Source: an optimization exercise on an open RTL-to-GDS flow (aim: small area). Production flows keep margins and buffers that such runs may drop. RTL that was checked went through simulation tests only; none was proved equivalent to the original. Only the layout flow was run in run 1; the RTL was not checked for function there. Power is estimated from default activity; no workload was simulated.

### flow/design.v
`timescale 1ns / 1ps
module framer (
    input  wire        aclk,
    input  wire        aresetn,
    input  wire [255:0] s_axis_tdata,
    input  wire         s_axis_tvalid,
    output wire         s_axis_tready,
    output wire [31:0] m_axi_awaddr,
    output wire        m_axi_awvalid,
    input  wire        m_axi_awready,
    output wire [31:0] m_axi_wdata,
    output wire [3:0]  m_axi_wstrb,
    output wire        m_axi_wvalid,
    input  wire        m_axi_wready,
    input  wire [1:0]  m_axi_bresp,
    input  wire        m_axi_bvalid,
    output wire        m_axi_bready,
    output wire [31:0] m_axi_araddr,
    output wire        m_axi_arvalid,
    input  wire        m_axi_arready,
    input  wire [31:0] m_axi_rdata,
    input  wire [1:0]  m_axi_rresp,
    input  wire        m_axi_rvalid,
    output wire        m_axi_rready
);
localparam [2:0]
    S_INIT0 = 3'd0,
    S_INIT  = 3'd1,
    S_IDLE  = 3'd2,
    S_WRITE = 3'd3,
    S_TX    = 3'd4,
    S_WAIT  = 3'd5,
    S_READY = 3'd6;       
localparam [4:0]
    W_ZERO = 5'd31,
    W_C62  = 5'd29,
    W_C9   = 5'd30;
reg [255:0] data;         
reg   [2:0] state;
reg   [4:0] wsel;         
reg         ahead;        
reg         awvalid_reg;
reg         wvalid_reg;
reg         ar_set;       
wire in_init0 = (state == S_INIT0);
wire in_init  = (state == S_INIT);
wire in_idle  = (state == S_IDLE) | (state == S_READY);
wire tready_reg = (state == S_READY);
wire in_write = (state == S_WRITE);
wire in_tx    = (state == S_TX);
wire in_wait  = (state == S_WAIT);
wire  [4:0] idx       = wsel + {4'b0, ahead};
wire        last_word = (wsel == 5'd24) & ahead;    
wire        hs_exit   = m_axi_wready & wvalid_reg;  
wire        accept    = tready_reg & s_axis_tvalid;   
wire        done      = m_axi_rvalid & (m_axi_rdata == 32'h8);
reg   [2:0] state_next;
reg   [4:0] wsel_next;
reg         ahead_next;
reg         awvalid_next;
reg         wvalid_next;
always @* begin
    state_next   = state;
    wsel_next    = W_ZERO;
    ahead_next   = 1'b1;
    awvalid_next = awvalid_reg;
    wvalid_next  = wvalid_reg;
    case (state)
        S_INIT0, S_INIT, S_TX: begin
            state_next = (state == S_INIT0) ? S_INIT : state;
            wsel_next  = (state == S_TX) ? W_C9 : W_C62;
            ahead_next = 1'b0;
            if (m_axi_awready) begin
                awvalid_next = 1'b0;
                if (awvalid_reg) wvalid_next = 1'b1;
            end else if (!wvalid_reg) begin
                awvalid_next = 1'b1;
            end
            if (hs_exit) begin
                awvalid_next = 1'b0;
                wvalid_next  = 1'b0;
                wsel_next    = W_ZERO;
                state_next   = (state == S_TX) ? S_WAIT : S_IDLE;
            end
        end
        S_IDLE, S_READY: begin
            state_next  = S_READY;
            if (accept) begin
                awvalid_next = 1'b1;
                state_next   = S_WRITE;
            end
        end
        S_WRITE: begin
            wsel_next  = last_word ? 5'd24 : idx;
            ahead_next = last_word | m_axi_wready;
            if (m_axi_wready) begin
                awvalid_next = 1'b1;
                wvalid_next  = 1'b0;
                if (last_word) state_next = S_TX;
            end else begin
                wvalid_next = 1'b1;
                if (m_axi_awready) awvalid_next = 1'b0;
            end
        end
        S_WAIT: begin
            ahead_next = ahead | ~m_axi_rvalid;
            if (done) state_next = S_IDLE;
        end
        default: ;
    endcase
end
always @(posedge aclk) begin
    if (tready_reg) data <= s_axis_tdata;
end
always @(posedge aclk) begin
    if (~aresetn) begin
        state       <= S_INIT0;
        wsel        <= W_ZERO;
        ahead       <= 1'b1;
        awvalid_reg <= 1'b0;
        wvalid_reg  <= 1'b0;
        ar_set      <= 1'b0;
    end else begin
        state       <= state_next;
        wsel        <= wsel_next;
        ahead       <= ahead_next;
        awvalid_reg <= awvalid_next;
        wvalid_reg  <= wvalid_next;
        if (in_wait & ~m_axi_rvalid) ar_set <= 1'b1;
    end
end
wire [31:0] hdr =
    ({32{wsel == 5'd0}} & 32'hFFFFFFFF) |
    ({32{wsel == 5'd1}} & 32'h1800FFFF) |
    ({32{wsel == 5'd2}} & 32'h6b4d023e) |
    ({32{wsel == 5'd3}} & 32'h00450008) |
    ({32{wsel == 5'd4}} & 32'h00005400) |
    ({32{wsel == 5'd5}} & 32'h11ff0000) |
    ({32{wsel == 5'd6}} & 32'h0000eff0) |
    ({32{wsel == 5'd7}} & 32'ha8c00000) |
    ({32{wsel == 5'd8}} & 32'hc507010a) |
    ({32{wsel == 5'd9}} & 32'h4000c507) |
    ({32{wsel == 5'd10}} & 32'h722f0000) |
    ({32{wsel == 5'd11}} & 32'h6f696461) |
    ({32{wsel == 5'd12}} & 32'h6d757264) |
    ({32{wsel == 5'd13}} & 32'h692c0000) |
    ({32{wsel == 5'd14}} & 32'h69696969) |
    ({32{wsel == 5'd15}} & 32'h00696969) |
    ({32{wsel == W_C62}} & 32'h00000062) |
    ({32{wsel == W_C9}}  & 32'h00000009);
wire [8:0] wsel_data;     
genvar gk;
generate
    for (gk = 0; gk < 9; gk = gk + 1) begin : g_sel
        assign wsel_data[gk] = (wsel == 5'd16 + gk);
    end
endgenerate
wire [31:0] wdata;
framer_wmux u_wmux (.data(data), .sel(wsel_data), .hdr(hdr), .wdata(wdata));
wire base    = ~in_init0;
wire hi_addr = in_init | in_tx;
assign s_axis_tready = tready_reg;
assign m_axi_awaddr  = {1'b0, base, 6'b0, base, base, base, 10'b0,
                        {4{hi_addr}}, ({5{in_write}} & idx) | {hi_addr, hi_addr, hi_addr, in_tx, hi_addr}, 2'b00};
assign m_axi_awvalid = awvalid_reg;
assign m_axi_wdata   = wdata;
assign m_axi_wvalid  = wvalid_reg;
assign m_axi_wstrb   = 4'hF;
assign m_axi_bready  = 1'b1;
assign m_axi_araddr  = {1'b0, ar_set, 6'b0, ar_set, ar_set, ar_set, 10'b0,
                        {9{ar_set}}, 2'b00};
assign m_axi_arvalid = ahead & in_wait;
assign m_axi_rready  = (ahead & (in_wait | (state == S_IDLE))) | tready_reg;
endmodule
module framer_wmux (
    input  wire [255:0] data,
    input  wire   [8:0] sel,      
    input  wire  [31:0] hdr,
    output reg   [31:0] wdata
);
integer k;
always @* begin
    wdata = hdr;
    for (k = 0; k < 8; k = k + 1) begin
        wdata[31:16] = wdata[31:16] | ({16{sel[k]}} &
                       {data[32*k+23 -: 8], data[32*k+31 -: 8]});
        wdata[15:0]  = wdata[15:0]  | ({16{sel[k+1]}} &
                       {data[32*k+7 -: 8], data[32*k+15 -: 8]});
    end
end
endmodule
### flow/flow/run.sh
#!/bin/bash
# Standard layout with these changes to how it is made:
#  - the m_axi_wdata multiplexer (module framer_wmux) is laid out from a
#    hand-mapped gate-level version of it (flow/wmux_gates.v); the rest of
#    synthesis maps the logic with an area-oriented ABC script
#    (flow/abc.script); the registers come out of the standard synthesis
#    unchanged,
#  - every I/O port is buffered by a minimum-size buffer,
#  - clock sinks are clustered by CTS without dummy loads,
#  - each constant output value comes from a single tie cell.
set -euo pipefail
here=$(pwd)
awk '/^[ \t]*module[ \t]+framer_wmux[ \t(]/{skip=1} !skip{print} skip && /^[ \t]*endmodule/{skip=0}' \
  design.v > design_mapped.v
cat flow/wmux_gates.v >> design_mapped.v
cat > "$here/my_synth.tcl" <<EOT
proc abc {args} {
  set i [lsearch \$args -script]
  if {\$i >= 0} { lset args [expr {\$i + 1}] {$here/flow/abc.script} }
  yosys abc {*}\$args
}
source {$here/synth_recipe.tcl}
EOT
bash standard.sh SYNTH_SCRIPT="$here/my_synth.tcl" \
  VERILOG_FILES="$here/design_mapped.v" \
  BUFFER_PORTS_ARGS="-buffer_cell sky130_fd_sc_hd__buf_1" \
  CTS_ARGS="-sink_clustering_enable -repair_clock_nets -buf_list sky130_fd_sc_hd__clkbuf_4 -sink_clustering_size 10 -sink_clustering_max_diameter 60 -dont_use_dummy_load" \
  SKIP_REPAIR_TIE_FANOUT=1 finish > standard_flow.log 2>&1
### flow/flow/abc.script
strash
&get -n
&st
&dch
&nf -R 1000
&st
&dch
&nf -R 1000
&put
topo
### flow/flow/wmux_gates.v
// framer_wmux mapped by hand to sky130_fd_sc_hd cells; written by
// gen/wmux_gates.py. Each output bit is nand3 of two a222oi and one
// a221oi: eight (select, data) pairs and the header bit.
module framer_wmux (
    input  wire [255:0] data,
    input  wire   [8:0] sel,
    input  wire  [31:0] hdr,
    output wire  [31:0] wdata
);
wire [2:0] n0;
sky130_fd_sc_hd__a222oi_1 g0_0 (.A1(sel[1]), .A2(data[8]), .B1(sel[2]), .B2(data[40]), .C1(sel[3]), .C2(data[72]), .Y(n0[0]));
sky130_fd_sc_hd__a222oi_1 g0_1 (.A1(sel[4]), .A2(data[104]), .B1(sel[5]), .B2(data[136]), .C1(sel[6]), .C2(data[168]), .Y(n0[1]));
sky130_fd_sc_hd__a221oi_1 g0_2 (.A1(sel[7]), .A2(data[200]), .B1(sel[8]), .B2(data[232]), .C1(hdr[0]), .Y(n0[2]));
sky130_fd_sc_hd__nand3_1 g0_3 (.A(n0[0]), .B(n0[1]), .C(n0[2]), .Y(wdata[0]));
wire [2:0] n1;
sky130_fd_sc_hd__a222oi_1 g1_0 (.A1(sel[1]), .A2(data[9]), .B1(sel[2]), .B2(data[41]), .C1(sel[3]), .C2(data[73]), .Y(n1[0]));
sky130_fd_sc_hd__a222oi_1 g1_1 (.A1(sel[4]), .A2(data[105]), .B1(sel[5]), .B2(data[137]), .C1(sel[6]), .C2(data[169]), .Y(n1[1]));
sky130_fd_sc_hd__a221oi_1 g1_2 (.A1(sel[7]), .A2(data[201]), .B1(sel[8]), .B2(data[233]), .C1(hdr[1]), .Y(n1[2]));
sky130_fd_sc_hd__nand3_1 g1_3 (.A(n1[0]), .B(n1[1]), .C(n1[2]), .Y(wdata[1]));
wire [2:0] n2;
sky130_fd_sc_hd__a222oi_1 g2_0 (.A1(sel[1]), .A2(data[10]), .B1(sel[2]), .B2(data[42]), .C1(sel[3]), .C2(data[74]), .Y(n2[0]));
sky130_fd_sc_hd__a222oi_1 g2_1 (.A1(sel[4]), .A2(data[106]), .B1(sel[5]), .B2(data[138]), .C1(sel[6]), .C2(data[170]), .Y(n2[1]));
sky130_fd_sc_hd__a221oi_1 g2_2 (.A1(sel[7]), .A2(data[202]), .B1(sel[8]), .B2(data[234]), .C1(hdr[2]), .Y(n2[2]));
sky130_fd_sc_hd__nand3_1 g2_3 (.A(n2[0]), .B(n2[1]), .C(n2[2]), .Y(wdata[2]));
wire [2:0] n3;
sky130_fd_sc_hd__a222oi_1 g3_0 (.A1(sel[1]), .A2(data[11]), .B1(sel[2]), .B2(data[43]), .C1(sel[3]), .C2(data[75]), .Y(n3[0]));
sky130_fd_sc_hd__a222oi_1 g3_1 (.A1(sel[4]), .A2(data[107]), .B1(sel[5]), .B2(data[139]), .C1(sel[6]), .C2(data[171]), .Y(n3[1]));
sky130_fd_sc_hd__a221oi_1 g3_2 (.A1(sel[7]), .A2(data[203]), .B1(sel[8]), .B2(data[235]), .C1(hdr[3]), .Y(n3[2]));
sky130_fd_sc_hd__nand3_1 g3_3 (.A(n3[0]), .B(n3[1]), .C(n3[2]), .Y(wdata[3]));
wire [2:0] n4;
sky130_fd_sc_hd__a222oi_1 g4_0 (.A1(sel[1]), .A2(data[12]), .B1(sel[2]), .B2(data[44]), .C1(sel[3]), .C2(data[76]), .Y(n4[0]));
sky130_fd_sc_hd__a222oi_1 g4_1 (.A1(sel[4]), .A2(data[108]), .B1(sel[5]), .B2(data[140]), .C1(sel[6]), .C2(data[172]), .Y(n4[1]));
sky130_fd_sc_hd__a221oi_1 g4_2 (.A1(sel[7]), .A2(data[204]), .B1(sel[8]), .B2(data[236]), .C1(hdr[4]), .Y(n4[2]));
sky130_fd_sc_hd__nand3_1 g4_3 (.A(n4[0]), .B(n4[1]), .C(n4[2]), .Y(wdata[4]));
wire [2:0] n5;
sky130_fd_sc_hd__a222oi_1 g5_0 (.A1(sel[1]), .A2(data[13]), .B1(sel[2]), .B2(data[45]), .C1(sel[3]), .C2(data[77]), .Y(n5[0]));
sky130_fd_sc_hd__a222oi_1 g5_1 (.A1(sel[4]), .A2(data[109]), .B1(sel[5]), .B2(data[141]), .C1(sel[6]), .C2(data[173]), .Y(n5[1]));
sky130_fd_sc_hd__a221oi_1 g5_2 (.A1(sel[7]), .A2(data[205]), .B1(sel[8]), .B2(data[237]), .C1(hdr[5]), .Y(n5[2]));
sky130_fd_sc_hd__nand3_1 g5_3 (.A(n5[0]), .B(n5[1]), .C(n5[2]), .Y(wdata[5]));
wire [2:0] n6;
sky130_fd_sc_hd__a222oi_1 g6_0 (.A1(sel[1]), .A2(data[14]), .B1(sel[2]), .B2(data[46]), .C1(sel[3]), .C2(data[78]), .Y(n6[0]));
sky130_fd_sc_hd__a222oi_1 g6_1 (.A1(sel[4]), .A2(data[110]), .B1(sel[5]), .B2(data[142]), .C1(sel[6]), .C2(data[174]), .Y(n6[1]));
sky130_fd_sc_hd__a221oi_1 g6_2 (.A1(sel[7]), .A2(data[206]), .B1(sel[8]), .B2(data[238]), .C1(hdr[6]), .Y(n6[2]));
sky130_fd_sc_hd__nand3_1 g6_3 (.A(n6[0]), .B(n6[1]), .C(n6[2]), .Y(wdata[6]));
wire [2:0] n7;
sky130_fd_sc_hd__a222oi_1 g7_0 (.A1(sel[1]), .A2(data[15]), .B1(sel[2]), .B2(data[47]), .C1(sel[3]), .C2(data[79]), .Y(n7[0]));
sky130_fd_sc_hd__a222oi_1 g7_1 (.A1(sel[4]), .A2(data[111]), .B1(sel[5]), .B2(data[143]), .C1(sel[6]), .C2(data[175]), .Y(n7[1]));
sky130_fd_sc_hd__a221oi_1 g7_2 (.A1(sel[7]), .A2(data[207]), .B1(sel[8]), .B2(data[239]), .C1(hdr[7]), .Y(n7[2]));
sky130_fd_sc_hd__nand3_1 g7_3 (.A(n7[0]), .B(n7[1]), .C(n7[2]), .Y(wdata[7]));
wire [2:0] n8;
sky130_fd_sc_hd__a222oi_1 g8_0 (.A1(sel[1]), .A2(data[0]), .B1(sel[2]), .B2(data[32]), .C1(sel[3]), .C2(data[64]), .Y(n8[0]));
sky130_fd_sc_hd__a222oi_1 g8_1 (.A1(sel[4]), .A2(data[96]), .B1(sel[5]), .B2(data[128]), .C1(sel[6]), .C2(data[160]), .Y(n8[1]));
sky130_fd_sc_hd__a221oi_1 g8_2 (.A1(sel[7]), .A2(data[192]), .B1(sel[8]), .B2(data[224]), .C1(hdr[8]), .Y(n8[2]));
sky130_fd_sc_hd__nand3_1 g8_3 (.A(n8[0]), .B(n8[1]), .C(n8[2]), .Y(wdata[8]));
wire [2:0] n9;
sky130_fd_sc_hd__a222oi_1 g9_0 (.A1(sel[1]), .A2(data[1]), .B1(sel[2]), .B2(data[33]), .C1(sel[3]), .C2(data[65]), .Y(n9[0]));
sky130_fd_sc_hd__a222oi_1 g9_1 (.A1(sel[4]), .A2(data[97]), .B1(sel[5]), .B2(data[129]), .C1(sel[6]), .C2(data[161]), .Y(n9[1]));
sky130_fd_sc_hd__a221oi_1 g9_2 (.A1(sel[7]), .A2(data[193]), .B1(sel[8]), .B2(data[225]), .C1(hdr[9]), .Y(n9[2]));
sky130_fd_sc_hd__nand3_1 g9_3 (.A(n9[0]), .B(n9[1]), .C(n9[2]), .Y(wdata[9]));
wire [2:0] n10;
sky130_fd_sc_hd__a222oi_1 g10_0 (.A1(sel[1]), .A2(data[2]), .B1(sel[2]), .B2(data[34]), .C1(sel[3]), .C2(data[66]), .Y(n10[0]));
sky130_fd_sc_hd__a222oi_1 g10_1 (.A1(sel[4]), .A2(data[98]), .B1(sel[5]), .B2(data[130]), .C1(sel[6]), .C2(data[162]), .Y(n10[1]));
sky130_fd_sc_hd__a221oi_1 g10_2 (.A1(sel[7]), .A2(data[194]), .B1(sel[8]), .B2(data[226]), .C1(hdr[10]), .Y(n10[2]));
sky130_fd_sc_hd__nand3_1 g10_3 (.A(n10[0]), .B(n10[1]), .C(n10[2]), .Y(wdata[10]));
wire [2:0] n11;
sky130_fd_sc_hd__a222oi_1 g11_0 (.A1(sel[1]), .A2(data[3]), .B1(sel[2]), .B2(data[35]), .C1(sel[3]), .C2(data[67]), .Y(n11[0]));
sky130_fd_sc_hd__a222oi_1 g11_1 (.A1(sel[4]), .A2(data[99]), .B1(sel[5]), .B2(data[131]), .C1(sel[6]), .C2(data[163]), .Y(n11[1]));
sky130_fd_sc_hd__a221oi_1 g11_2 (.A1(sel[7]), .A2(data[195]), .B1(sel[8]), .B2(data[227]), .C1(hdr[11]), .Y(n11[2]));
sky130_fd_sc_hd__nand3_1 g11_3 (.A(n11[0]), .B(n11[1]), .C(n11[2]), .Y(wdata[11]));
wire [2:0] n12;
sky130_fd_sc_hd__a222oi_1 g12_0 (.A1(sel[1]), .A2(data[4]), .B1(sel[2]), .B2(data[36]), .C1(sel[3]), .C2(data[68]), .Y(n12[0]));
sky130_fd_sc_hd__a222oi_1 g12_1 (.A1(sel[4]), .A2(data[100]), .B1(sel[5]), .B2(data[132]), .C1(sel[6]), .C2(data[164]), .Y(n12[1]));
sky130_fd_sc_hd__a221oi_1 g12_2 (.A1(sel[7]), .A2(data[196]), .B1(sel[8]), .B2(data[228]), .C1(hdr[12]), .Y(n12[2]));
sky130_fd_sc_hd__nand3_1 g12_3 (.A(n12[0]), .B(n12[1]), .C(n12[2]), .Y(wdata[12]));
wire [2:0] n13;
sky130_fd_sc_hd__a222oi_1 g13_0 (.A1(sel[1]), .A2(data[5]), .B1(sel[2]), .B2(data[37]), .C1(sel[3]), .C2(data[69]), .Y(n13[0]));
sky130_fd_sc_hd__a222oi_1 g13_1 (.A1(sel[4]), .A2(data[101]), .B1(sel[5]), .B2(data[133]), .C1(sel[6]), .C2(data[165]), .Y(n13[1]));
sky130_fd_sc_hd__a221oi_1 g13_2 (.A1(sel[7]), .A2(data[197]), .B1(sel[8]), .B2(data[229]), .C1(hdr[13]), .Y(n13[2]));
sky130_fd_sc_hd__nand3_1 g13_3 (.A(n13[0]), .B(n13[1]), .C(n13[2]), .Y(wdata[13]));
wire [2:0] n14;
sky130_fd_sc_hd__a222oi_1 g14_0 (.A1(sel[1]), .A2(data[6]), .B1(sel[2]), .B2(data[38]), .C1(sel[3]), .C2(data[70]), .Y(n14[0]));
sky130_fd_sc_hd__a222oi_1 g14_1 (.A1(sel[4]), .A2(data[102]), .B1(sel[5]), .B2(data[134]), .C1(sel[6]), .C2(data[166]), .Y(n14[1]));
sky130_fd_sc_hd__a221oi_1 g14_2 (.A1(sel[7]), .A2(data[198]), .B1(sel[8]), .B2(data[230]), .C1(hdr[14]), .Y(n14[2]));
sky130_fd_sc_hd__nand3_1 g14_3 (.A(n14[0]), .B(n14[1]), .C(n14[2]), .Y(wdata[14]));
wire [2:0] n15;
sky130_fd_sc_hd__a222oi_1 g15_0 (.A1(sel[1]), .A2(data[7]), .B1(sel[2]), .B2(data[39]), .C1(sel[3]), .C2(data[71]), .Y(n15[0]));
sky130_fd_sc_hd__a222oi_1 g15_1 (.A1(sel[4]), .A2(data[103]), .B1(sel[5]), .B2(data[135]), .C1(sel[6]), .C2(data[167]), .Y(n15[1]));
sky130_fd_sc_hd__a221oi_1 g15_2 (.A1(sel[7]), .A2(data[199]), .B1(sel[8]), .B2(data[231]), .C1(hdr[15]), .Y(n15[2]));
sky130_fd_sc_hd__nand3_1 g15_3 (.A(n15[0]), .B(n15[1]), .C(n15[2]), .Y(wdata[15]));
wire [2:0] n16;
sky130_fd_sc_hd__a222oi_1 g16_0 (.A1(sel[0]), .A2(data[24]), .B1(sel[1]), .B2(data[56]), .C1(sel[2]), .C2(data[88]), .Y(n16[0]));
sky130_fd_sc_hd__a222oi_1 g16_1 (.A1(sel[3]), .A2(data[120]), .B1(sel[4]), .B2(data[152]), .C1(sel[5]), .C2(data[184]), .Y(n16[1]));
sky130_fd_sc_hd__a221oi_1 g16_2 (.A1(sel[6]), .A2(data[216]), .B1(sel[7]), .B2(data[248]), .C1(hdr[16]), .Y(n16[2]));
sky130_fd_sc_hd__nand3_1 g16_3 (.A(n16[0]), .B(n16[1]), .C(n16[2]), .Y(wdata[16]));
wire [2:0] n17;
sky130_fd_sc_hd__a222oi_1 g17_0 (.A1(sel[0]), .A2(data[25]), .B1(sel[1]), .B2(data[57]), .C1(sel[2]), .C2(data[89]), .Y(n17[0]));
sky130_fd_sc_hd__a222oi_1 g17_1 (.A1(sel[3]), .A2(data[121]), .B1(sel[4]), .B2(data[153]), .C1(sel[5]), .C2(data[185]), .Y(n17[1]));
sky130_fd_sc_hd__a221oi_1 g17_2 (.A1(sel[6]), .A2(data[217]), .B1(sel[7]), .B2(data[249]), .C1(hdr[17]), .Y(n17[2]));
sky130_fd_sc_hd__nand3_1 g17_3 (.A(n17[0]), .B(n17[1]), .C(n17[2]), .Y(wdata[17]));
wire [2:0] n18;
sky130_fd_sc_hd__a222oi_1 g18_0 (.A1(sel[0]), .A2(data[26]), .B1(sel[1]), .B2(data[58]), .C1(sel[2]), .C2(data[90]), .Y(n18[0]));
sky130_fd_sc_hd__a222oi_1 g18_1 (.A1(sel[3]), .A2(data[122]), .B1(sel[4]), .B2(data[154]), .C1(sel[5]), .C2(data[186]), .Y(n18[1]));
sky130_fd_sc_hd__a221oi_1 g18_2 (.A1(sel[6]), .A2(data[218]), .B1(sel[7]), .B2(data[250]), .C1(hdr[18]), .Y(n18[2]));
sky130_fd_sc_hd__nand3_1 g18_3 (.A(n18[0]), .B(n18[1]), .C(n18[2]), .Y(wdata[18]));
wire [2:0] n19;
sky130_fd_sc_hd__a222oi_1 g19_0 (.A1(sel[0]), .A2(data[27]), .B1(sel[1]), .B2(data[59]), .C1(sel[2]), .C2(data[91]), .Y(n19[0]));
sky130_fd_sc_hd__a222oi_1 g19_1 (.A1(sel[3]), .A2(data[123]), .B1(sel[4]), .B2(data[155]), .C1(sel[5]), .C2(data[187]), .Y(n19[1]));
sky130_fd_sc_hd__a221oi_1 g19_2 (.A1(sel[6]), .A2(data[219]), .B1(sel[7]), .B2(data[251]), .C1(hdr[19]), .Y(n19[2]));
sky130_fd_sc_hd__nand3_1 g19_3 (.A(n19[0]), .B(n19[1]), .C(n19[2]), .Y(wdata[19]));
wire [2:0] n20;
sky130_fd_sc_hd__a222oi_1 g20_0 (.A1(sel[0]), .A2(data[28]), .B1(sel[1]), .B2(data[60]), .C1(sel[2]), .C2(data[92]), .Y(n20[0]));
sky130_fd_sc_hd__a222oi_1 g20_1 (.A1(sel[3]), .A2(data[124]), .B1(sel[4]), .B2(data[156]), .C1(sel[5]), .C2(data[188]), .Y(n20[1]));
sky130_fd_sc_hd__a221oi_1 g20_2 (.A1(sel[6]), .A2(data[220]), .B1(sel[7]), .B2(data[252]), .C1(hdr[20]), .Y(n20[2]));
sky130_fd_sc_hd__nand3_1 g20_3 (.A(n20[0]), .B(n20[1]), .C(n20[2]), .Y(wdata[20]));
wire [2:0] n21;
sky130_fd_sc_hd__a222oi_1 g21_0 (.A1(sel[0]), .A2(data[29]), .B1(sel[1]), .B2(data[61]), .C1(sel[2]), .C2(data[93]), .Y(n21[0]));
sky130_fd_sc_hd__a222oi_1 g21_1 (.A1(sel[3]), .A2(data[125]), .B1(sel[4]), .B2(data[157]), .C1(sel[5]), .C2(data[189]), .Y(n21[1]));
sky130_fd_sc_hd__a221oi_1 g21_2 (.A1(sel[6]), .A2(data[221]), .B1(sel[7]), .B2(data[253]), .C1(hdr[21]), .Y(n21[2]));
sky130_fd_sc_hd__nand3_1 g21_3 (.A(n21[0]), .B(n21[1]), .C(n21[2]), .Y(wdata[21]));
wire [2:0] n22;
sky130_fd_sc_hd__a222oi_1 g22_0 (.A1(sel[0]), .A2(data[30]), .B1(sel[1]), .B2(data[62]), .C1(sel[2]), .C2(data[94]), .Y(n22[0]));
sky130_fd_sc_hd__a222oi_1 g22_1 (.A1(sel[3]), .A2(data[126]), .B1(sel[4]), .B2(data[158]), .C1(sel[5]), .C2(data[190]), .Y(n22[1]));
sky130_fd_sc_hd__a221oi_1 g22_2 (.A1(sel[6]), .A2(data[222]), .B1(sel[7]), .B2(data[254]), .C1(hdr[22]), .Y(n22[2]));
sky130_fd_sc_hd__nand3_1 g22_3 (.A(n22[0]), .B(n22[1]), .C(n22[2]), .Y(wdata[22]));
wire [2:0] n23;
sky130_fd_sc_hd__a222oi_1 g23_0 (.A1(sel[0]), .A2(data[31]), .B1(sel[1]), .B2(data[63]), .C1(sel[2]), .C2(data[95]), .Y(n23[0]));
sky130_fd_sc_hd__a222oi_1 g23_1 (.A1(sel[3]), .A2(data[127]), .B1(sel[4]), .B2(data[159]), .C1(sel[5]), .C2(data[191]), .Y(n23[1]));
sky130_fd_sc_hd__a221oi_1 g23_2 (.A1(sel[6]), .A2(data[223]), .B1(sel[7]), .B2(data[255]), .C1(hdr[23]), .Y(n23[2]));
sky130_fd_sc_hd__nand3_1 g23_3 (.A(n23[0]), .B(n23[1]), .C(n23[2]), .Y(wdata[23]));
wire [2:0] n24;
sky130_fd_sc_hd__a222oi_1 g24_0 (.A1(sel[0]), .A2(data[16]), .B1(sel[1]), .B2(data[48]), .C1(sel[2]), .C2(data[80]), .Y(n24[0]));
sky130_fd_sc_hd__a222oi_1 g24_1 (.A1(sel[3]), .A2(data[112]), .B1(sel[4]), .B2(data[144]), .C1(sel[5]), .C2(data[176]), .Y(n24[1]));
sky130_fd_sc_hd__a221oi_1 g24_2 (.A1(sel[6]), .A2(data[208]), .B1(sel[7]), .B2(data[240]), .C1(hdr[24]), .Y(n24[2]));
sky130_fd_sc_hd__nand3_1 g24_3 (.A(n24[0]), .B(n24[1]), .C(n24[2]), .Y(wdata[24]));
wire [2:0] n25;
sky130_fd_sc_hd__a222oi_1 g25_0 (.A1(sel[0]), .A2(data[17]), .B1(sel[1]), .B2(data[49]), .C1(sel[2]), .C2(data[81]), .Y(n25[0]));
sky130_fd_sc_hd__a222oi_1 g25_1 (.A1(sel[3]), .A2(data[113]), .B1(sel[4]), .B2(data[145]), .C1(sel[5]), .C2(data[177]), .Y(n25[1]));
sky130_fd_sc_hd__a221oi_1 g25_2 (.A1(sel[6]), .A2(data[209]), .B1(sel[7]), .B2(data[241]), .C1(hdr[25]), .Y(n25[2]));
sky130_fd_sc_hd__nand3_1 g25_3 (.A(n25[0]), .B(n25[1]), .C(n25[2]), .Y(wdata[25]));
wire [2:0] n26;
sky130_fd_sc_hd__a222oi_1 g26_0 (.A1(sel[0]), .A2(data[18]), .B1(sel[1]), .B2(data[50]), .C1(sel[2]), .C2(data[82]), .Y(n26[0]));
sky130_fd_sc_hd__a222oi_1 g26_1 (.A1(sel[3]), .A2(data[114]), .B1(sel[4]), .B2(data[146]), .C1(sel[5]), .C2(data[178]), .Y(n26[1]));
sky130_fd_sc_hd__a221oi_1 g26_2 (.A1(sel[6]), .A2(data[210]), .B1(sel[7]), .B2(data[242]), .C1(hdr[26]), .Y(n26[2]));
sky130_fd_sc_hd__nand3_1 g26_3 (.A(n26[0]), .B(n26[1]), .C(n26[2]), .Y(wdata[26]));
wire [2:0] n27;
sky130_fd_sc_hd__a222oi_1 g27_0 (.A1(sel[0]), .A2(data[19]), .B1(sel[1]), .B2(data[51]), .C1(sel[2]), .C2(data[83]), .Y(n27[0]));
sky130_fd_sc_hd__a222oi_1 g27_1 (.A1(sel[3]), .A2(data[115]), .B1(sel[4]), .B2(data[147]), .C1(sel[5]), .C2(data[179]), .Y(n27[1]));
sky130_fd_sc_hd__a221oi_1 g27_2 (.A1(sel[6]), .A2(data[211]), .B1(sel[7]), .B2(data[243]), .C1(hdr[27]), .Y(n27[2]));
sky130_fd_sc_hd__nand3_1 g27_3 (.A(n27[0]), .B(n27[1]), .C(n27[2]), .Y(wdata[27]));
wire [2:0] n28;
sky130_fd_sc_hd__a222oi_1 g28_0 (.A1(sel[0]), .A2(data[20]), .B1(sel[1]), .B2(data[52]), .C1(sel[2]), .C2(data[84]), .Y(n28[0]));
sky130_fd_sc_hd__a222oi_1 g28_1 (.A1(sel[3]), .A2(data[116]), .B1(sel[4]), .B2(data[148]), .C1(sel[5]), .C2(data[180]), .Y(n28[1]));
sky130_fd_sc_hd__a221oi_1 g28_2 (.A1(sel[6]), .A2(data[212]), .B1(sel[7]), .B2(data[244]), .C1(hdr[28]), .Y(n28[2]));
sky130_fd_sc_hd__nand3_1 g28_3 (.A(n28[0]), .B(n28[1]), .C(n28[2]), .Y(wdata[28]));
wire [2:0] n29;
sky130_fd_sc_hd__a222oi_1 g29_0 (.A1(sel[0]), .A2(data[21]), .B1(sel[1]), .B2(data[53]), .C1(sel[2]), .C2(data[85]), .Y(n29[0]));
sky130_fd_sc_hd__a222oi_1 g29_1 (.A1(sel[3]), .A2(data[117]), .B1(sel[4]), .B2(data[149]), .C1(sel[5]), .C2(data[181]), .Y(n29[1]));
sky130_fd_sc_hd__a221oi_1 g29_2 (.A1(sel[6]), .A2(data[213]), .B1(sel[7]), .B2(data[245]), .C1(hdr[29]), .Y(n29[2]));
sky130_fd_sc_hd__nand3_1 g29_3 (.A(n29[0]), .B(n29[1]), .C(n29[2]), .Y(wdata[29]));
wire [2:0] n30;
sky130_fd_sc_hd__a222oi_1 g30_0 (.A1(sel[0]), .A2(data[22]), .B1(sel[1]), .B2(data[54]), .C1(sel[2]), .C2(data[86]), .Y(n30[0]));
sky130_fd_sc_hd__a222oi_1 g30_1 (.A1(sel[3]), .A2(data[118]), .B1(sel[4]), .B2(data[150]), .C1(sel[5]), .C2(data[182]), .Y(n30[1]));
sky130_fd_sc_hd__a221oi_1 g30_2 (.A1(sel[6]), .A2(data[214]), .B1(sel[7]), .B2(data[246]), .C1(hdr[30]), .Y(n30[2]));
sky130_fd_sc_hd__nand3_1 g30_3 (.A(n30[0]), .B(n30[1]), .C(n30[2]), .Y(wdata[30]));
wire [2:0] n31;
sky130_fd_sc_hd__a222oi_1 g31_0 (.A1(sel[0]), .A2(data[23]), .B1(sel[1]), .B2(data[55]), .C1(sel[2]), .C2(data[87]), .Y(n31[0]));
sky130_fd_sc_hd__a222oi_1 g31_1 (.A1(sel[3]), .A2(data[119]), .B1(sel[4]), .B2(data[151]), .C1(sel[5]), .C2(data[183]), .Y(n31[1]));
sky130_fd_sc_hd__a221oi_1 g31_2 (.A1(sel[6]), .A2(data[215]), .B1(sel[7]), .B2(data[247]), .C1(hdr[31]), .Y(n31[2]));
sky130_fd_sc_hd__nand3_1 g31_3 (.A(n31[0]), .B(n31[1]), .C(n31[2]), .Y(wdata[31]));
endmodule
### flow/standard.sh
#!/bin/bash
# synth_recipe.tcl (not shown) runs the flow's synth.tcl, then flattens the netlist and writes it again
# the make line also repeats each setting of config.mk as NAME=value (left out here)
make -C /OpenROAD-flow-scripts/flow DESIGN_CONFIG=/design/flow/config.mk WORK_HOME=/design/flow/orfs CLKGATE_MAP_FILE= SYNTH_SCRIPT=/design/flow/synth_recipe.tcl "${@:-finish}"
### flow/config.mk
export PLATFORM = sky130hd
export DESIGN_NAME = framer
export DESIGN_NICKNAME = framer
export VERILOG_FILES = /design/flow/design.v
export SDC_FILE = /design/flow/constraint.sdc
export NUM_CORES = 4
export LEC_CHECK = 0
export CAP_MARGIN = 20
export CORE_MARGIN = 2
export CORE_UTILIZATION = 60
export SLEW_MARGIN = 20
### flow/constraint.sdc
create_clock -name core_clock -period 5.0 [get_ports {aclk}]
set_input_delay 1.0000 -clock core_clock [delete_from_list [all_inputs] [get_ports {aclk}]]
set_output_delay 1.0000 -clock core_clock [all_outputs]
set_load 0.01 [all_outputs]
==> flow_metrics.tcl, run 1 <==
set metrics [dict create \
    busiest_layer "met2" \
    clkPwrFrac_pct 22.2 \
    num_vias 7373 \
    start_util_pct 60.9 \
    dpl_worst_slack_ns 1.09 \
    met3_usage_pct 7.87 \
    final_cell_area_um2 12000 \
    drc 0 \
    syn-num-nets 955 \
    worstSkewPairLatency_ns 0.70 \
    wirelength_um 26900 \
    num_io_pins 406 \
    synthAdderAreaFrac_pct 0.239 \
    fillers 1259 \
    cts_setup_buffers 0 \
    seqCellArea_um2 7940 \
    vias_per_cell 6.10 \
    synthToLayoutAreaGrowth_pct 14.5 \
    fin_crit_sh_pct 93.9 \
    holdBufCountCts 0 \
    synth-compound-area-share_pct 11.3 \
    maxCapViolCount 0 \
    die-area_um2 18500 \
    die_y_um 136 \
    hold_violations 0 \
    avgSynthCellArea_um2 16.0 \
    endpoint_kind "primary output" \
    die_w_um 136 \
    tightest_slew_ns 1.20 \
    yosysSeqAreaShare_pct 75.8 \
    largest_register_ffs 256 \
    clk_pin_slew_worst_paths_ns 0.11 \
    status "finished clean" \
    rsz0062_at_grt "no" \
    met2_usage_pct 48.5 \
    grt_max_degree 157 \
    grt_pass1_vias 7480 \
    grt-ovfl-total 0 \
    yosysUniqueCellTypes 33 \
    fin_ws_ns 0.305 \
    met1_usage_pct 34.4 \
    skew_ns 0.0353 \
    synth_top_family_by_area "compound AO/OA/AOI/OAI gates" \
    cts-root-buf "clkbuf_4" \
    tritoncts "built" \
    crit_required_ns 4.00 \
    crit_path_start_kind "register" \
    core_region_area_um2 17200 \
    setup_viol 0 \
    final.setup.tns_ns 0 \
    clock-sinks 268 \
    synth-simple-area-share_pct 7.52 \
    finalWorstPathRequiredPeriod_ns 4.70 \
    rows 48 \
    largest_register "data" \
    antenna_found_initial 1 \
    wl_per_cell_um 22.3 \
    power_density_nw_per_um2 341 \
    p_comb_share_pct 13.9 \
    grtUsageTotal_pct 28.1 \
    fmax_mhz 213 \
    drive_gt1_share_pct 5.39 \
    synth_xor_area_share_pct 0.167 \
    synth_mux_area_share_pct 0 \
    pwr-share-seq_pct 63.9 \
    multi_input_area_um2 2090 \
    ctsHtreeMaxLevel 1 \
    synthCells 653 \
    placed_cell_area_um2 11800 \
    max-slew-margin-rel_pct 20.1 \
    fin_util_pct 69.8 \
    hp-class "in2reg" \
    path_class "reg2out" \
    reg_top3 "data (256), wsel (5), state (3)" \
    crit_path_max_fanout 32 \
    power_mw 4.09 \
    grt_pass1_wl_um 39400 \
    arrival_ns 3.70 \
    syn_area_um2 10500 \
    peakVddDrop_uv 246 \
    synth_seq_cells 268 \
    power_switching_mw 1.08 \
    drt_first_pass_iters 9 \
    swShare_pct 26.3 \
    gp_congestion 0.930 \
    clockBufferDepth 3 \
    ant_nets 0 \
    nets 1287 \
    cts_made_buffers 30 \
    p_leak_nw 3.81 \
    internal_power_mw 3.01 \
    slew_viol_final 0 \
    synth_warnings 1 \
    drt_iter0_drc 923 \
    hpwlAfterDp_um 18800 \
    post_cts_resize_count 0 \
    portBuffers 356 \
]
==> metrics by stage <==
| step | instances | hold WS, ns |
|---|---|---|
| after floorplan | 653 | 0.525 |
| after global placement | 1178 | 0.554 |
| after detailed placement | 1178 | 0.554 |
| after CTS | 1208 | 0.408 |
| after global routing | 1209 | 0.408 |
| final | 1209 | 0.458 |
==> cells in the final DEF (no fill, tap or decap), types with 9 or more instances in the layout <==
cell	count
buf_1	356
edfxtp_1	256
a222oi_1	64
nand3_1	59
nand2_1	42
a221oi_1	32
clkbuf_4	30
o21ai_0	18
a21oi_1	16
nor2_1	16
dfxtp_1	9
==> cell usage after synthesis (all sizes together) <==
cell | count | share of area, %
a22oi | 2 | 0.14
nor2b | 3 | 0.18
o221a | 1 | 0.11
a222oi | 64 | 6.1
and3 | 3 | 0.18
o21a | 1 | 0.072
dfxtp | 12 | 2.3
nand2b | 2 | 0.12
o22ai | 3 | 0.18
nand3b | 3 | 0.22
o221ai | 1 | 0.084
a221oi | 32 | 2.7
nand4 | 5 | 0.30
o31ai | 1 | 0.072
xor2 | 2 | 0.17
ha | 2 | 0.24
nor4 | 6 | 0.36
clkinv | 9 | 0.32
a41oi | 1 | 0.084
edfxtp | 256 | 73
nand2 | 43 | 1.5
o211ai | 1 | 0.072
nor2 | 21 | 0.75
or3 | 2 | 0.12
nor4b | 2 | 0.17
conb | 2 | 0.072
a21oi | 16 | 0.77
and2 | 4 | 0.24
buf | 64 | 4.6
o21ai | 18 | 0.86
nor3 | 11 | 0.53
a21o | 1 | 0.072
nand3 | 59 | 2.8
==> power by group through the flow <==
stage	registers [mW]	clock network (mW)	logic (mW)
after detailed placement	2.66	0	0.566
after CTS	2.61	0.932	0.569
after floorplan	2.65	0	0.410
after global routing	2.62	1.01	0.635
after global placement	2.66	0	0.550
final	2.61	0.909	0.569
==> worst max-delay path, cell delays in order (launching register included) <==
cell	delay (ns)
dfxtp_1	0.61
clkinv_1	0.25
nor2_1	0.42
nand2_1	0.28
nor2_4	0.82
a221oi_1	0.28
nand3_1	0.15
buf_1	0.22
==> worst paths after layout <==
kind | startpoint | end | slack, ns | cells past startpoint
worst min-delay path | s_axis_tdata[226] | data[226]$_DFFE_PP_ | 0.46 | 1
worst max register to register | wsel[3]$_SDFF_PN1_ | state[2]$_SDFFE_PN0P_ | 2.00 | 7
worst max-delay path | wsel[2]$_SDFF_PN1_ | m_axi_wdata[18] | 0.30 | 7
worst min register to register | state[1]$_SDFFE_PN0P_ | wsel[1]$_SDFF_PN1_ | 0.59 | 1
==> cell type report <==
type                    instances  share of cell area (%)
flip-flops and latches        268                    66.3
multi-input cells             312                    17.4
repair buffers                364                    11.8
well taps                     225                    2.35
clock buffers                  30                    1.88
inverters                       9                   0.334
diodes                          1                  0.0209
==> metal layers <==
layer	vias up	share of wire [%]
met3	58	11
met4	0	2.8
met5	-	0
met2	436	51
met1	3537	35
li1	3342	-
==> kinds of logic after synthesis <==
kind of cell               after synthesis
DFF                                    268
and+or+nand+nor                        164
AOI/OAI and AO/OA                      142
buffers and inverters                   73
xor gates and xnor gates                 2
adders and majority gates                2
other                                    2
==> run 2, diff against run 1 <==
--- a/flow/design.v
+++ b/flow/design.v
@@ -42,4 +42,5 @@
 reg         awvalid_reg;
 reg         wvalid_reg;
+reg         rready_reg;
 reg         ar_set;       
 wire in_init0 = (state == S_INIT0);
@@ -60,4 +61,5 @@
 reg         awvalid_next;
 reg         wvalid_next;
+reg         rready_next;
 always @* begin
     state_next   = state;
@@ -66,9 +68,9 @@
     awvalid_next = awvalid_reg;
     wvalid_next  = wvalid_reg;
+    rready_next  = rready_reg;
     case (state)
         S_INIT0, S_INIT, S_TX: begin
             state_next = (state == S_INIT0) ? S_INIT : state;
             wsel_next  = (state == S_TX) ? W_C9 : W_C62;
-            ahead_next = 1'b0;
             if (m_axi_awready) begin
                 awvalid_next = 1'b0;
@@ -85,4 +87,5 @@
         end
         S_IDLE, S_READY: begin
+            rready_next = ~accept;
             state_next  = S_READY;
             if (accept) begin
@@ -104,5 +107,5 @@
         end
         S_WAIT: begin
-            ahead_next = ahead | ~m_axi_rvalid;
+            if (!m_axi_rvalid) rready_next = 1'b1;
             if (done) state_next = S_IDLE;
         end
@@ -120,4 +123,5 @@
         awvalid_reg <= 1'b0;
         wvalid_reg  <= 1'b0;
+        rready_reg  <= 1'b0;
         ar_set      <= 1'b0;
     end else begin
@@ -127,4 +131,5 @@
         awvalid_reg <= awvalid_next;
         wvalid_reg  <= wvalid_next;
+        rready_reg  <= rready_next;
         if (in_wait & ~m_axi_rvalid) ar_set <= 1'b1;
     end
@@ -170,6 +175,6 @@
 assign m_axi_araddr  = {1'b0, ar_set, 6'b0, ar_set, ar_set, ar_set, 10'b0,
                         {9{ar_set}}, 2'b00};
-assign m_axi_arvalid = ahead & in_wait;
-assign m_axi_rready  = (ahead & (in_wait | (state == S_IDLE))) | tready_reg;
+assign m_axi_arvalid = rready_reg & in_wait;
+assign m_axi_rready  = rready_reg;
 endmodule
 module framer_wmux (
==> run 2 against run 1 <==
Critical path type unchanged. Design area down 0.22%. Still clean on timing, DRC and antenna. Fmax up 5.7%. Critical path depth up 2. First-iteration DRC count down 21%. Routed wire length down 0.23%. Hold slack better by 0.031 ns. Synthesized area up 0.35%. Critical endpoint is now m_axi_wdata[14]. Largest cell class unchanged. Core utilization down 0.15 points.
==> flow_metrics.tcl, run 2 <==
set metrics [dict create \
    status "finished clean" \
    grt_pass1_wl_um 38500 \
    synth-edff-count 256 \
    crit_slowest_cell "dfxtp_1" \
    gp_congestion 0.888 \
    crit_top_cell "or2_0" \
    core_region_area_um2 17200 \
    yosys.area.top_type "edfxtp_1" \
    reg_top3 "data (256), wsel (5), state (3)" \
    vias_per_cell 6.01 \
    drt_iter0_drc 725 \
    cts_made_buffers 30 \
    maxCapViolCount 0 \
    rows 48 \
    r2r_slack_ns 2.11 \
    tightest_slew_ns 1.17 \
    synth_most_common_cell "edfxtp_1" \
    drive_gt1_share_pct 4.31 \
    crit_family "simple AND/OR/NAND/NOR gates" \
    hold_violations 0 \
    die_w_um 136 \
    endpoint_kind "primary output" \
    yosysUniqueCellTypes 38 \
    internal_power_mw 3.01 \
    arrival_ns 3.44 \
    p_leak_nw 3.81 \
    fmax_mhz 225 \
    power_density_nw_per_um2 338 \
    rsz0062_at_grt "no" \
    tritoncts "built" \
    finalWorstPathRequiredPeriod_ns 4.44 \
    synth_top_area_share_pct 73.2 \
    synth-simple-area-share_pct 8.20 \
    synth_seq_cells 269 \
    antenna_found_initial 1 \
    pwr-share-seq_pct 64.3 \
    synth_xor_area_share_pct 0.167 \
    max-slew-margin-rel_pct 21.7 \
    die_y_um 136 \
    clockBufferDepth 3 \
    path_class "reg2out" \
    seqCellArea_um2 7950 \
    grt-ovfl-total 0 \
    path_cells "or3_1, or2_0, and2_0, nand2b_1, a211o_1, or2_0, a221oi_1, nand3_1, buf_1" \
    portBuffers 356 \
    ant_nets 0 \
    worstRegToRegCells 7 \
    yosysSeqAreaShare_pct 75.7 \
    worstSkewPairLatency_ns 0.67 \
    syn_area_um2 10500 \
    multi_input_area_um2 2110 \
    cpPeakStageDelay_ns 0.65 \
    synth_mux_area_share_pct 0 \
    power_switching_mw 1.03 \
    crit_required_ns 4.00 \
    crit_path_max_fanout 16 \
    grtUsageTotal_pct 27.9 \
    cts-root-buf "clkbuf_4" \
    fin_crit_sh_pct 88.8 \
    cts_setup_buffers 0 \
    postSynth.asyncResetShare_pct 0 \
    clock-sinks 269 \
    clk_pin_slew_worst_paths_ns 0.10 \
    synth-compound-area-share_pct 10.9 \
    synth_warnings 1 \
    skew_ns 0.0388 \
    synth.top_cells.by_area "edfxtp_1 73%, a222oi_1 6.1%, buf_4 4.6%" \
    ctsHtreeMaxLevel 1 \
    grt_max_degree 143 \
    fillers 1287 \
    holdBufCountCts 0 \
    crit_buf_inv 1 \
    swShare_pct 25.5 \
    min_to "data[112]$_DFFE_PP_" \
    worstSetupStartpoint "wsel[2]$_SDFF_PN1_" \
    ys_top_cells_by_count "256 x edfxtp_1, 64 x a222oi_1, 64 x buf_4" \
    p_comb_share_pct 13.6 \
    synthAdderAreaFrac_pct 0.238 \
    drt_first_pass_iters 6 \
    r2r_start "wsel[4]$_SDFF_PN1_" \
    syn-num-nets 952 \
    worst_hold_startpoint "s_axis_tdata[112]" \
    largest_register_ffs 256 \
    hpwlAfterDp_um 18700 \
    slew_viol_final 0 \
    num_vias 7220 \
    synthCells 650 \
    reg2reg_to "state[2]$_SDFFE_PN0P_" \
    wirelength_um 26800 \
    post_cts_resize_count 0 \
    final.setup.tns_ns 0 \
    start_util_pct 61.1 \
    nets 1279 \
    hold_depth 1 \
    grt_pass1_vias 7304 \
    synth_top_family_by_area "compound AO/OA/AOI/OAI gates" \
    fin_util_pct 69.6 \
    synthToLayoutAreaGrowth_pct 13.9 \
    avgSynthCellArea_um2 16.2 \
    clkPwrFrac_pct 22.1 \
    crit_path_start_kind "register" \
    drc 0 \
    hp-class "in2reg" \
    final_common_cell "buf_1" \
    peakVddDrop_uv 242 \
    die-area_um2 18600 \
    largest_register "data" \
    layout_common_cells "356 x buf_1, 256 x edfxtp_1, 64 x a222oi_1, 48 x nand3_1, 44 x nand2_1" \
    num_io_pins 406 \
    wl_per_cell_um 22.4 \
    ys.flop_type "edfxtp_1" \
    setup_viol 0 \
]
## run 2: how the worst max path moves through the flow
stage | end | depth (start not counted)
detailed placement | m_axi_wdata[14] | 9
CTS | m_axi_wdata[14] | 9
finish | m_axi_wdata[14] | 9
global route | m_axi_wdata[14] | 9
floorplan | awvalid_reg$_SDFFE_PN0P_ | 7
global placement | m_axi_wdata[14] | 9
## run 2: area by class of cell
cell class / count / share of cell area (%)
well taps: 225 / 2.35
repair buffers: 359 / 11.5
clock buffers: 30 / 1.88
flip-flops and latches: 269 / 66.5
diodes: 1 / 0.0209
inverters: 4 / 0.126
multi-input cells: 313 / 17.7
## run 2: cell families after synthesis
kind of cell	Yosys count
compound gates	131
xor+xnor	2
fa+ha+maj	2
buf+inv	68
flops	269
other cells	2
simple gates	176
## run 2: power by group through the flow
| stage | clock network, mW | logic, mW | registers [mW] |
|---|---|---|---|
| 2_1_floorplan | 0 | 0.385 | 2.64 |
| 3_3_place_gp | 0 | 0.539 | 2.64 |
| 3_5_place_dp | 0 | 0.550 | 2.65 |
| 4_1_cts | 0.922 | 0.553 | 2.60 |
| 5_1_grt | 1.00 | 0.613 | 2.61 |
| 6_report | 0.895 | 0.549 | 2.60 |
## run 2: worst reg2reg max path, delay by kind of cell (launching register included)
family | cells | cell delay, ns
compound gates | 4 | 0.94
flops | 1 | 0.61
simple gates | 3 | 1.27
## run 2: stage by stage
stage | std cells | hold WS [ns] | power [mW] | setup slack (ns) | cell area, um2
6_report | 1201 | 0.488 | 4.04 | 0.560 | 12000
5_1_grt | 1201 | 0.437 | 4.22 | 0.338 | 12000
4_1_cts | 1200 | 0.440 | 4.07 | 0.550 | 12000
3_5_place_dp | 1170 | 0.537 | 3.20 | 1.30 | 11700
3_3_place_gp | 1170 | 0.521 | 3.18 | 1.34 | 11700
2_1_floorplan | 650 | 0.546 | 3.02 | 1.27 | 10500
## run 2: routing by layer
metal / share of wire [%] / vias to the layer above / track usage, %
met5: 0 / - / 0
met4: 2.9 / 0 / 10.6
met3: 10 / 54 / 7.08
met2: 51 / 394 / 48.7
met1: 36 / 3462 / 33.6
li1: - / 3310 / -

separate check: timing with driven ports:
How much do the figures lean on ideal ports? The routed layouts below were timed once more, with nothing changed but the port constraints. Step 1 assumes that a clkbuf_16 drives the clock port and a buf_2 every other input. Step 2 adds t to the input delays and takes it off the output delays; t is the mean of the earliest and latest rising clock arrival at the registers after step 1. Input paths then give back, and output paths get back, about the clock's delay inside the block. a / b / c = no drivers / after step 1 / after step 2; a / b = the first two.
| run | t (ns) | setup slack, ns | worst setup path at the end | cell pins on the clock port's net |
|---|---|---|---|---|
| run 1 | 0.717 | 0.305 / 0.264 / 0.981 | register to output | 1 |
| run 2 | 0.689 | 0.560 / 0.520 / 1.208 | register to output | 1 |
After both steps setup and hold are still met in every run listed.
